Source: an optimization exercise on an open RTL-to-GDS flow (aim: small area and a short achievable clock period). Production flows keep margins and buffers that such runs may drop.
Power and IR drop assume default switching activity.

==> inputs of trial 64 <==
==> flow/design.v <==
module linebuffer_3x3 #
(
    parameter DATA_W = 8,
    parameter IMG_W  = 8      
)
(
    input  wire                     clk,
    input  wire                     rst,
    input  wire                     in_valid,
    input  wire signed [DATA_W-1:0] pixel_in,
    output reg                      out_valid,
    output reg signed [DATA_W-1:0]  p00, p01, p02,
    output reg signed [DATA_W-1:0]  p10, p11, p12,
    output reg signed [DATA_W-1:0]  p20, p21, p22
);
    reg signed [DATA_W-1:0] line1 [0:IMG_W-1];
    reg signed [DATA_W-1:0] line2 [0:IMG_W-1];
    integer i;
    reg [15:0] col;  
    always @(posedge clk) begin
        if (rst) begin
            for (i=0; i<IMG_W; i=i+1) begin
                line1[i] <= 0;
                line2[i] <= 0;
            end
            col <= 0;
            out_valid <= 0;
            p00 <= 0; p01 <= 0; p02 <= 0;
            p10 <= 0; p11 <= 0; p12 <= 0;
            p20 <= 0; p21 <= 0; p22 <= 0;
        end
        else if (in_valid) begin
            line2[col] <= line1[col];
            line1[col] <= pixel_in;
            if (col >= 2) begin
                p00 <= line2[col-2];
                p01 <= line2[col-1];
                p02 <= line2[col];
                p10 <= line1[col-2];
                p11 <= line1[col-1];
                p12 <= line1[col];
                p20 <= 0;  
                p21 <= 0;
                p22 <= 0;
                out_valid <= 1'b1;
            end else begin
                out_valid <= 1'b0;
            end
            if (col == IMG_W-1)
                col <= 0;
            else
                col <= col + 1;
        end else begin
            out_valid <= 0;
        end
    end
endmodule
module conv3x3_single_ch #
(
    parameter DATA_W = 8,
    parameter FRAC   = 4,
    parameter W00=0,parameter W01=0,parameter W02=0,
    parameter W10=0,parameter W11=0,parameter W12=0,
    parameter W20=0,parameter W21=0,parameter W22=0,
    parameter BIAS=0
)
(
    input  wire                     clk,
    input  wire                     rst,
    input  wire                     in_valid,
    input  wire signed [DATA_W-1:0] p00,p01,p02,p10,p11,p12,p20,p21,p22,
    output reg  signed [DATA_W-1:0] out_data,
    output reg                      out_valid
);
    reg signed [DATA_W+12:0] acc;
    reg signed [DATA_W+7:0]  prod;
    always @(posedge clk) begin
        if (rst) begin
            out_valid<=0; out_data<=0;
        end else if (in_valid) begin
            acc=0;
            prod=p00*W00; acc=acc+prod;
            prod=p01*W01; acc=acc+prod;
            prod=p02*W02; acc=acc+prod;
            prod=p10*W10; acc=acc+prod;
            prod=p11*W11; acc=acc+prod;
            prod=p12*W12; acc=acc+prod;
            prod=p20*W20; acc=acc+prod;
            prod=p21*W21; acc=acc+prod;
            prod=p22*W22; acc=acc+prod;
            acc=acc+(BIAS<<<FRAC);
            out_data<=acc>>>FRAC;
            out_valid<=1;
        end else
            out_valid<=0;
    end
endmodule
module batchnorm_scale_shift #
(
    parameter DATA_W = 8,
    parameter FRAC   = 4,
    parameter GAMMA  = (1<<FRAC),  
    parameter BETA   = 0           
)
(
    input  wire                     clk,
    input  wire                     rst,
    input  wire signed [DATA_W-1:0] in_data,
    input  wire                     in_valid,
    output reg  signed [DATA_W-1:0] out_data,
    output reg                      out_valid
);
    reg signed [DATA_W+7:0] mult, res;
    always @(posedge clk) begin
        if (rst) begin
            out_data  <= 0;
            out_valid <= 0;
        end else begin
            if (in_valid) begin
                mult = in_data * GAMMA;
                res  = (mult >>> FRAC) + BETA;
                out_data <= res[DATA_W-1:0];
                out_valid <= 1'b1;
            end else
                out_valid <= 1'b0;
        end
    end
endmodule
module leaky_relu #
(
    parameter DATA_W = 8,
    parameter FRAC   = 4,
    parameter A_NUM  = 1,
    parameter A_DEN  = 4
)
(
    input  wire                     clk,
    input  wire                     rst,
    input  wire signed [DATA_W-1:0] in_data,
    input  wire                     in_valid,
    output reg  signed [DATA_W-1:0] out_data,
    output reg                      out_valid
);
    reg signed [DATA_W+7:0] prod;
    reg signed [DATA_W+7:0] scaled;    
    always @(posedge clk) begin
        if (rst) begin
            out_data  <= 0;
            out_valid <= 0;
        end
        else begin
            if (in_valid) begin
                if (in_data[DATA_W-1] == 1'b0) begin
                    out_data <= in_data;
                end
                else begin
                    prod = in_data * A_NUM;
                    if (A_DEN == 1)
                        scaled = prod;
                    else if (A_DEN == 2)
                        scaled = prod >>> 1;
                    else if (A_DEN == 4)
                        scaled = prod >>> 2;
                    else
                        scaled = prod / A_DEN;
                    out_data <= scaled[DATA_W-1:0];
                end
                out_valid <= 1'b1;
            end
            else begin
                out_valid <= 1'b0;
            end
        end
    end
endmodule
module linebuffer_2x2 #
(
    parameter DATA_W = 8,
    parameter IMG_W  = 8
)
(
    input  wire                     clk,
    input  wire                     rst,
    input  wire                     in_valid,
    input  wire signed [DATA_W-1:0] pixel_in,
    output reg                      out_valid,
    output reg signed [DATA_W-1:0]  p00, p01,
    output reg signed [DATA_W-1:0]  p10, p11
);
    reg signed [DATA_W-1:0] linebuf [0:IMG_W-1];
    integer i;
    reg [15:0] col;
    reg row_valid;
    always @(posedge clk) begin
        if (rst) begin
            col <= 0;
            out_valid <= 0;
            for (i=0;i<IMG_W;i=i+1)
                linebuf[i] <= 0;
        end else if (in_valid) begin
            if (col < IMG_W)
                col <= col + 1;
            else
                col <= 1;
            if (row_valid && col >= 2) begin
                p00 <= linebuf[col-2];
                p01 <= linebuf[col-1];
                p10 <= pixel_in;
                p11 <= pixel_in;  
                out_valid <= 1;
            end else begin
                out_valid <= 0;
            end
            linebuf[col-1] <= pixel_in;
        end else begin
            out_valid <= 0;
        end
    end
    always @(posedge clk) begin
        if (rst)
            row_valid <= 0;
        else if (in_valid && col == IMG_W)
            row_valid <= 1;
    end
endmodule
module maxpool2x2 #
(
    parameter DATA_W = 8
)
(
    input  wire                     clk,
    input  wire                     rst,
    input  wire                     in_valid,
    input  wire signed [DATA_W-1:0] p00,
    input  wire signed [DATA_W-1:0] p01,
    input  wire signed [DATA_W-1:0] p10,
    input  wire signed [DATA_W-1:0] p11,
    output reg  signed [DATA_W-1:0] out_data,
    output reg                      out_valid
);
    reg signed [DATA_W-1:0] max1;
    reg signed [DATA_W-1:0] max2;
    always @(posedge clk) begin
        if (rst) begin
            out_valid <= 1'b0;
            out_data  <= {DATA_W{1'b0}};
            max1 <= {DATA_W{1'b0}};
            max2 <= {DATA_W{1'b0}};
        end else begin
            if (in_valid) begin
                if (p00 > p01) max1 <= p00;
                else           max1 <= p01;
                if (p10 > p11) max2 <= p10;
                else           max2 <= p11;
                if ( (p00 > p01 ? p00 : p01) > (p10 > p11 ? p10 : p11) )
                    out_data <= (p00 > p01 ? p00 : p01);
                else
                    out_data <= (p10 > p11 ? p10 : p11);
                out_valid <= 1'b1;
            end else begin
                out_valid <= 1'b0;
            end
        end
    end
endmodule
module cnn_top_with_pool #
(
    parameter DATA_W = 8,
    parameter FRAC   = 4,
    parameter IMG_W  = 32
)
(
    input  wire                     clk,
    input  wire                     rst,
    input  wire                     in_valid,
    input  wire signed [DATA_W-1:0] pixel_in,
    output reg                      out_valid,
    output reg signed [DATA_W-1:0]  out_data
);
    integer i;
    reg  [4:0] col;           
    reg        row1;          
    reg  [7:0] p0;
    reg        v0;            
    reg        fe0;           
    reg        m0;            
    always @(posedge clk) begin
        p0 <= pixel_in;
        if (rst) begin
            col  <= 5'd0;
            row1 <= 1'b0;
            v0   <= 1'b0;
            fe0  <= 1'b0;
        end else begin
            v0  <= in_valid;
            fe0 <= in_valid & (|col[4:1]);
            if (in_valid) begin
                col <= col + 5'd1;
                if (&col) row1 <= 1'b1;
            end
        end
        m0 <= row1;
    end
    reg  [7:0] x1, x2;        
    reg  [7:0] y1;            
    reg  [7:0] a1;            
    reg        fe1, m1;
    always @(posedge clk) begin
        if (v0) begin
            x1 <= p0;
            x2 <= x1;
        end
        y1 <= p0 + x1;
        a1 <= {x1[5:0], 2'b00} - x2;
        m1 <= m0;
        if (rst) fe1 <= 1'b0;
        else     fe1 <= fe0;
    end
    reg  [7:0] yl [0:29];     
    reg  [7:0] c2;
    reg        fe2;
    wire [7:0] yold = yl[29] & {8{m1}};
    always @(posedge clk) begin
        if (fe1) begin
            yl[0] <= y1;
            for (i = 1; i < 30; i = i + 1)
                yl[i] <= yl[i-1];
        end
        c2 <= a1 - yold;
        if (rst) fe2 <= 1'b0;
        else     fe2 <= fe1;
    end
    reg  [7:0] b3;
    reg        fe3;
    always @(posedge clk) begin
        b3 <= c2 + {c2[7], c2[7:1]} + 8'd4;
        if (rst) fe3 <= 1'b0;
        else     fe3 <= fe2;
    end
    reg  signed [7:0] f4;
    reg        fe4;
    always @(posedge clk) begin
        f4 <= b3[7] ? {b3[7], b3[7], b3[7:2]} : b3;
        if (rst) fe4 <= 1'b0;
        else     fe4 <= fe3;
    end
    reg  [4:0] d;             
    reg        any;           
    reg        row2;          
    reg        push;          
    reg        res;           
    reg  signed [7:0] fl [0:30];     
    reg  signed [7:0] f1;            
    reg  signed [7:0] g5;            
    reg  signed [7:0] f5;
    reg        v5;
    always @(posedge clk) begin
        if (rst) begin
            d    <= 5'd31;
            any  <= 1'b0;
            row2 <= 1'b0;
            push <= 1'b1;
            res  <= 1'b0;
        end else if (fe4) begin
            d    <= d + 5'd1;
            any  <= 1'b1;
            if (any && (&d)) row2 <= 1'b1;
            push <= ~(&d);
            res  <= ~(&d) & (row2 | (any & (&d)));
        end
        if (fe4 && push) begin
            fl[0] <= f4;
            for (i = 1; i < 31; i = i + 1)
                fl[i] <= fl[i-1];
        end
        if (fe4)
            f1 <= f4;
        g5 <= (f1 > fl[30]) ? f1 : fl[30];
        f5 <= f4;
        if (rst) v5 <= 1'b0;
        else     v5 <= fe4 & res;
    end
    always @(posedge clk) begin
        out_data <= (f5 > g5) ? f5 : g5;
        if (rst) out_valid <= 1'b0;
        else     out_valid <= v5;
    end
endmodule
==> flow/run.sh <==
#!/bin/bash
# synth_recipe.tcl (not shown) runs the flow's synth.tcl, then flattens the netlist and writes it again
# the make line also repeats each setting of config.mk as NAME=value (left out here)
make -C /OpenROAD-flow-scripts/flow DESIGN_CONFIG=/design/flow/config.mk WORK_HOME=/design/flow/orfs CLKGATE_MAP_FILE= SYNTH_SCRIPT=/design/flow/synth_recipe.tcl finish
==> flow/config.mk <==
export PLATFORM = sky130hd
export DESIGN_NAME = cnn_top_with_pool
export DESIGN_NICKNAME = cnn_top_with_pool
export VERILOG_FILES = /design/flow/design.v
export SDC_FILE = /design/flow/constraint.sdc
export NUM_CORES = 4
export LEC_CHECK = 0
export ABC_CLOCK_PERIOD_IN_PS = 1600
export CAP_MARGIN = 20
export CORE_MARGIN = 2
export CORE_UTILIZATION = 60
export CTS_CLUSTER_DIAMETER = 60
export CTS_CLUSTER_SIZE = 30
export SETUP_SLACK_MARGIN = 2.4
export SLEW_MARGIN = 20
==> flow/constraint.sdc <==
create_clock -name core_clock -period 4.0 [get_ports {clk}]
set_input_delay 0.8000 -clock core_clock [delete_from_list [all_inputs] [get_ports {clk}]]
set_output_delay 0.8000 -clock core_clock [all_outputs]
set_load 0.01 [all_outputs]
==> inputs of trial 13, as changes to trial 64 <==
--- a/flow/design.v
+++ b/flow/design.v
@@ -263,6 +263,80 @@
         end
     end
 endmodule
+module cnn_s1_logic (
+    input  wire [7:0] px, x1, x2,
+    output wire [4:0] yl,
+    output wire [3:0] yh,
+    output wire [4:0] al,
+    output wire [3:0] ah
+);
+    assign yl = {1'b0, px[3:0]} + {1'b0, x1[3:0]};
+    assign yh = px[7:4] + x1[7:4];
+    assign al = {1'b0, x1[1:0], 2'b00} - {1'b0, x2[3:0]};
+    assign ah = x1[5:2] - x2[7:4];
+endmodule
+module cnn_s2_logic (
+    input  wire [4:0] yl1,
+    input  wire [3:0] yh1,
+    input  wire [4:0] al1,
+    input  wire [3:0] ah1,
+    input  wire [7:0] yold,
+    output wire [7:0] y,
+    output wire [4:0] cl,
+    output wire [3:0] ch
+);
+    assign y  = {yh1 + {3'b000, yl1[4]}, yl1[3:0]};
+    assign cl = {1'b0, al1[3:0]} - {1'b0, yold[3:0]};
+    assign ch = ah1 - yold[7:4] - {3'b000, al1[4]};
+endmodule
+module cnn_s3_logic (
+    input  wire [4:0] cl2,
+    input  wire [3:0] ch2,
+    output wire [3:0] bl,
+    output wire [1:0] bc,
+    output wire [3:0] bh
+);
+    wire [3:0] chm = ch2 - 4'd1;
+    wire [3:0] hs0 = ch2 + {ch2[3], ch2[3:1]};
+    wire [3:0] hs1 = chm + {chm[3], chm[3:1]};
+    wire       c4  = ch2[0] ^ cl2[4];
+    wire [5:0] blo = {2'b00, cl2[3:0]} + {2'b00, c4, cl2[3:1]} + 6'd4;
+    assign bl = blo[3:0];
+    assign bc = blo[5:4];
+    assign bh = cl2[4] ? hs1 : hs0;
+endmodule
+module cnn_s4_logic (
+    input  wire [3:0] bl3,
+    input  wire [1:0] bc3,
+    input  wire [3:0] bh3,
+    output wire [7:0] f
+);
+    wire [7:0] b = {bh3 + {2'b00, bc3}, bl3};
+    assign f = b[7] ? {b[7], b[7], b[7:2]} : b;
+endmodule
+module cnn_gt8 (
+    input  wire [7:0] a, b,
+    output wire       gt
+);
+    wire [7:0] ua = {~a[7], a[6:0]};
+    wire [7:0] ub = {~b[7], b[6:0]};
+    wire [7:0] g0 = ua & ~ub;
+    wire [7:0] e0 = ~(ua ^ ub);
+    wire [3:0] g1 = {g0[7] | (e0[7] & g0[6]), g0[5] | (e0[5] & g0[4]),
+                     g0[3] | (e0[3] & g0[2]), g0[1] | (e0[1] & g0[0])};
+    wire [3:0] e1 = {e0[7] & e0[6], e0[5] & e0[4], e0[3] & e0[2], e0[1] & e0[0]};
+    wire [1:0] g2 = {g1[3] | (e1[3] & g1[2]), g1[1] | (e1[1] & g1[0])};
+    wire       e2 = e1[3] & e1[2];
+    assign gt = g2[1] | (e2 & g2[0]);
+endmodule
+module cnn_max8 (
+    input  wire [7:0] a, b,
+    output wire [7:0] m
+);
+    wire gt;
+    cnn_gt8 cmp (.a(a), .b(b), .gt(gt));
+    assign m = gt ? a : b;
+endmodule
 module cnn_top_with_pool #
 (
     parameter DATA_W = 8,
@@ -280,109 +354,136 @@
     integer i;
     reg  [4:0] col;           
     reg        row1;          
-    reg  [7:0] p0;
-    reg        v0;            
-    reg        fe0;           
-    reg        m0;            
+    reg  [7:0] x1, x2;        
+    reg  [4:0] yl1;           
+    reg  [3:0] yh1;           
+    reg  [4:0] al1;           
+    reg  [3:0] ah1;           
+    reg        fe1;           
+    reg        m1;            
+    wire [4:0] yl_n, al_n;
+    wire [3:0] yh_n, ah_n;
+    cnn_s1_logic s1 (.px(pixel_in), .x1(x1), .x2(x2),
+                     .yl(yl_n), .yh(yh_n), .al(al_n), .ah(ah_n));
     always @(posedge clk) begin
-        p0 <= pixel_in;
         if (rst) begin
             col  <= 5'd0;
             row1 <= 1'b0;
-            v0   <= 1'b0;
-            fe0  <= 1'b0;
+            fe1  <= 1'b0;
         end else begin
-            v0  <= in_valid;
-            fe0 <= in_valid & (|col[4:1]);
+            fe1 <= in_valid & (|col[4:1]);
             if (in_valid) begin
                 col <= col + 5'd1;
                 if (&col) row1 <= 1'b1;
             end
         end
-        m0 <= row1;
-    end
-    reg  [7:0] x1, x2;        
-    reg  [7:0] y1;            
-    reg  [7:0] a1;            
-    reg        fe1, m1;
-    always @(posedge clk) begin
-        if (v0) begin
-            x1 <= p0;
+        m1 <= row1;
+        if (in_valid && !rst) begin
+            x1 <= pixel_in;
             x2 <= x1;
         end
-        y1 <= p0 + x1;
-        a1 <= {x1[5:0], 2'b00} - x2;
-        m1 <= m0;
-        if (rst) fe1 <= 1'b0;
-        else     fe1 <= fe0;
+        yl1 <= yl_n;
+        yh1 <= yh_n;
+        al1 <= al_n;
+        ah1 <= ah_n;
     end
     reg  [7:0] yl [0:29];     
-    reg  [7:0] c2;
+    reg  [4:0] cl2;           
+    reg  [3:0] ch2;           
     reg        fe2;
-    wire [7:0] yold = yl[29] & {8{m1}};
+    wire [7:0] y1;
+    wire [4:0] cl_n;
+    wire [3:0] ch_n;
+    cnn_s2_logic s2 (.yl1(yl1), .yh1(yh1), .al1(al1), .ah1(ah1),
+                     .yold(yl[29] & {8{m1}}), .y(y1), .cl(cl_n), .ch(ch_n));
     always @(posedge clk) begin
         if (fe1) begin
             yl[0] <= y1;
             for (i = 1; i < 30; i = i + 1)
                 yl[i] <= yl[i-1];
         end
-        c2 <= a1 - yold;
+        cl2 <= cl_n;
+        ch2 <= ch_n;
         if (rst) fe2 <= 1'b0;
         else     fe2 <= fe1;
     end
-    reg  [7:0] b3;
+    reg  [3:0] bl3;           
+    reg  [1:0] bc3;           
+    reg  [3:0] bh3;           
     reg        fe3;
-    always @(posedge clk) begin
-        b3 <= c2 + {c2[7], c2[7:1]} + 8'd4;
+    wire [3:0] bl_n, bh_n;
+    wire [1:0] bc_n;
+    cnn_s3_logic s3 (.cl2(cl2), .ch2(ch2), .bl(bl_n), .bc(bc_n), .bh(bh_n));
+    always @(posedge clk) begin
+        bl3 <= bl_n;
+        bc3 <= bc_n;
+        bh3 <= bh_n;
         if (rst) fe3 <= 1'b0;
         else     fe3 <= fe2;
     end
     reg  signed [7:0] f4;
     reg        fe4;
+    wire [7:0] f_n;
+    cnn_s4_logic s4 (.bl3(bl3), .bc3(bc3), .bh3(bh3), .f(f_n));
     always @(posedge clk) begin
-        f4 <= b3[7] ? {b3[7], b3[7], b3[7:2]} : b3;
+        f4 <= f_n;
         if (rst) fe4 <= 1'b0;
         else     fe4 <= fe3;
     end
+    reg  signed [7:0] fl [0:31];     
+    reg  signed [7:0] f5;
+    reg        c29, c30;      
+    reg        sl5;           
+    reg        fe5;
+    wire       c29_n, c30_n;
+    cnn_gt8 g29 (.a(f4), .b(fl[29]), .gt(c29_n));
+    cnn_gt8 g30 (.a(f4), .b(fl[30]), .gt(c30_n));
+    always @(posedge clk) begin
+        f5  <= f4;
+        c29 <= c29_n;
+        c30 <= c30_n;
+        if (rst) begin
+            fe5 <= 1'b0;
+            sl5 <= 1'b0;
+        end else begin
+            fe5 <= fe4;
+            sl5 <= fe5;
+        end
+    end
     reg  [4:0] d;             
     reg        any;           
     reg        row2;          
-    reg        push;          
     reg        res;           
-    reg  signed [7:0] fl [0:30];     
-    reg  signed [7:0] f1;            
-    reg  signed [7:0] g5;            
-    reg  signed [7:0] f5;
-    reg        v5;
+    reg  signed [7:0] p6, f6;        
+    reg        v6;
     always @(posedge clk) begin
         if (rst) begin
             d    <= 5'd31;
             any  <= 1'b0;
             row2 <= 1'b0;
-            push <= 1'b1;
             res  <= 1'b0;
-        end else if (fe4) begin
+        end else if (fe5) begin
             d    <= d + 5'd1;
             any  <= 1'b1;
             if (any && (&d)) row2 <= 1'b1;
-            push <= ~(&d);
             res  <= ~(&d) & (row2 | (any & (&d)));
         end
-        if (fe4 && push) begin
-            fl[0] <= f4;
+        if (fe5) begin
+            fl[0] <= f5;
             for (i = 1; i < 31; i = i + 1)
                 fl[i] <= fl[i-1];
+            fl[31] <= (sl5 ? c29 : c30) ? f5 : fl[30];
         end
-        if (fe4)
-            f1 <= f4;
-        g5 <= (f1 > fl[30]) ? f1 : fl[30];
-        f5 <= f4;
-        if (rst) v5 <= 1'b0;
-        else     v5 <= fe4 & res;
+        p6 <= fl[31];
+        f6 <= f5;
+        if (rst) v6 <= 1'b0;
+        else     v6 <= fe5 & res;
     end
+    wire [7:0] r_n;
+    cnn_max8 mx (.a(f6), .b(p6), .m(r_n));
     always @(posedge clk) begin
-        out_data <= (f5 > g5) ? f5 : g5;
+        out_data <= r_n;
         if (rst) out_valid <= 1'b0;
-        else     out_valid <= v5;
+        else     out_valid <= v6;
     end
 endmodule
==> flow/flow/run.sh (new file) <==
#!/bin/bash
# The standard layout, except that synthesis leaves the adders to ABC
# instead of mapping them onto the library's half- and full-adder cells.
set -euo pipefail
bash standard.sh ADDER_MAP_FILE= finish > standard_make.log 2>&1
==> flow/standard.sh (new file) <==
#!/bin/bash
# synth_recipe.tcl (not shown) runs the flow's synth.tcl, then flattens the netlist and writes it again
# the make line also repeats each setting of config.mk as NAME=value (left out here)
make -C /OpenROAD-flow-scripts/flow DESIGN_CONFIG=/design/flow/config.mk WORK_HOME=/design/flow/orfs CLKGATE_MAP_FILE= SYNTH_SCRIPT=/design/flow/synth_recipe.tcl "${@:-finish}"
--- a/flow/config.mk
+++ b/flow/config.mk
@@ -13,3 +13,4 @@
 export CTS_CLUSTER_SIZE = 30
 export SETUP_SLACK_MARGIN = 2.4
 export SLEW_MARGIN = 20
+export SYNTH_HIERARCHICAL = 1
removed: flow/run.sh
==> run summary <==
                                                                 trial 64      trial 13
Run status                               no timing/DRC/antenna violations  no timing/DRC/antenna violations
Initial drt markers                                                   702           519
Adder-Cell Fraction of Synth Area                                  0.0362        0.0106
Area of the die                                              0.0342 sq mm  0.0343 sq mm
Postcts setup bufs                                                     30             5
Logic pwr share                                                     0.096         0.072
Power in sequential cells                                         7270 uW       7470 uW
Utilization after layout                                            0.699         0.676
Clock network power                                               4070 uW       3890 uW
Sequential cell area                                         0.0173 sq mm  0.0174 sq mm
Worst-skew pair later-pin latency                                  530 ps        520 ps
Hold EP                                                                m1         p6[4]
Fraction of layout instances using a drive strength above 1         0.229         0.172
No functional check of the RTL was part of any run of this note.

==> static timing again, ports no longer ideal <==
In the flow no input, the clock included, has a driving cell. The finished layouts below were timed again as built, in two steps.
Step 1, drivers: a clkbuf_16 drives clk and a buf_2 each remaining input, both assumed.
Step 2 also shifts input and output timing later by t, the mid clock arrival at the registers, as if the neighbouring blocks saw the same clock.
Slacks: ideal / step 1 / step 2; pairs: ideal / step 1.
run	t, ns	setup slack, ns	hold slack, ns	worst register clock-pin slew, ns
trial 64	0.580	2.043 / 2.043 / 2.043	0.354 / 0.354 / 0.354	0.10 / 0.10
trial 13	0.571	2.245 / 2.194 / 1.886	0.346 / 0.346 / 0.346	0.10 / 0.10
After both steps every run listed still meets setup and hold. For trial 13, which loses most, drivers alone change the setup slack by -0.051 ns; drivers and shift together by -0.359 ns.
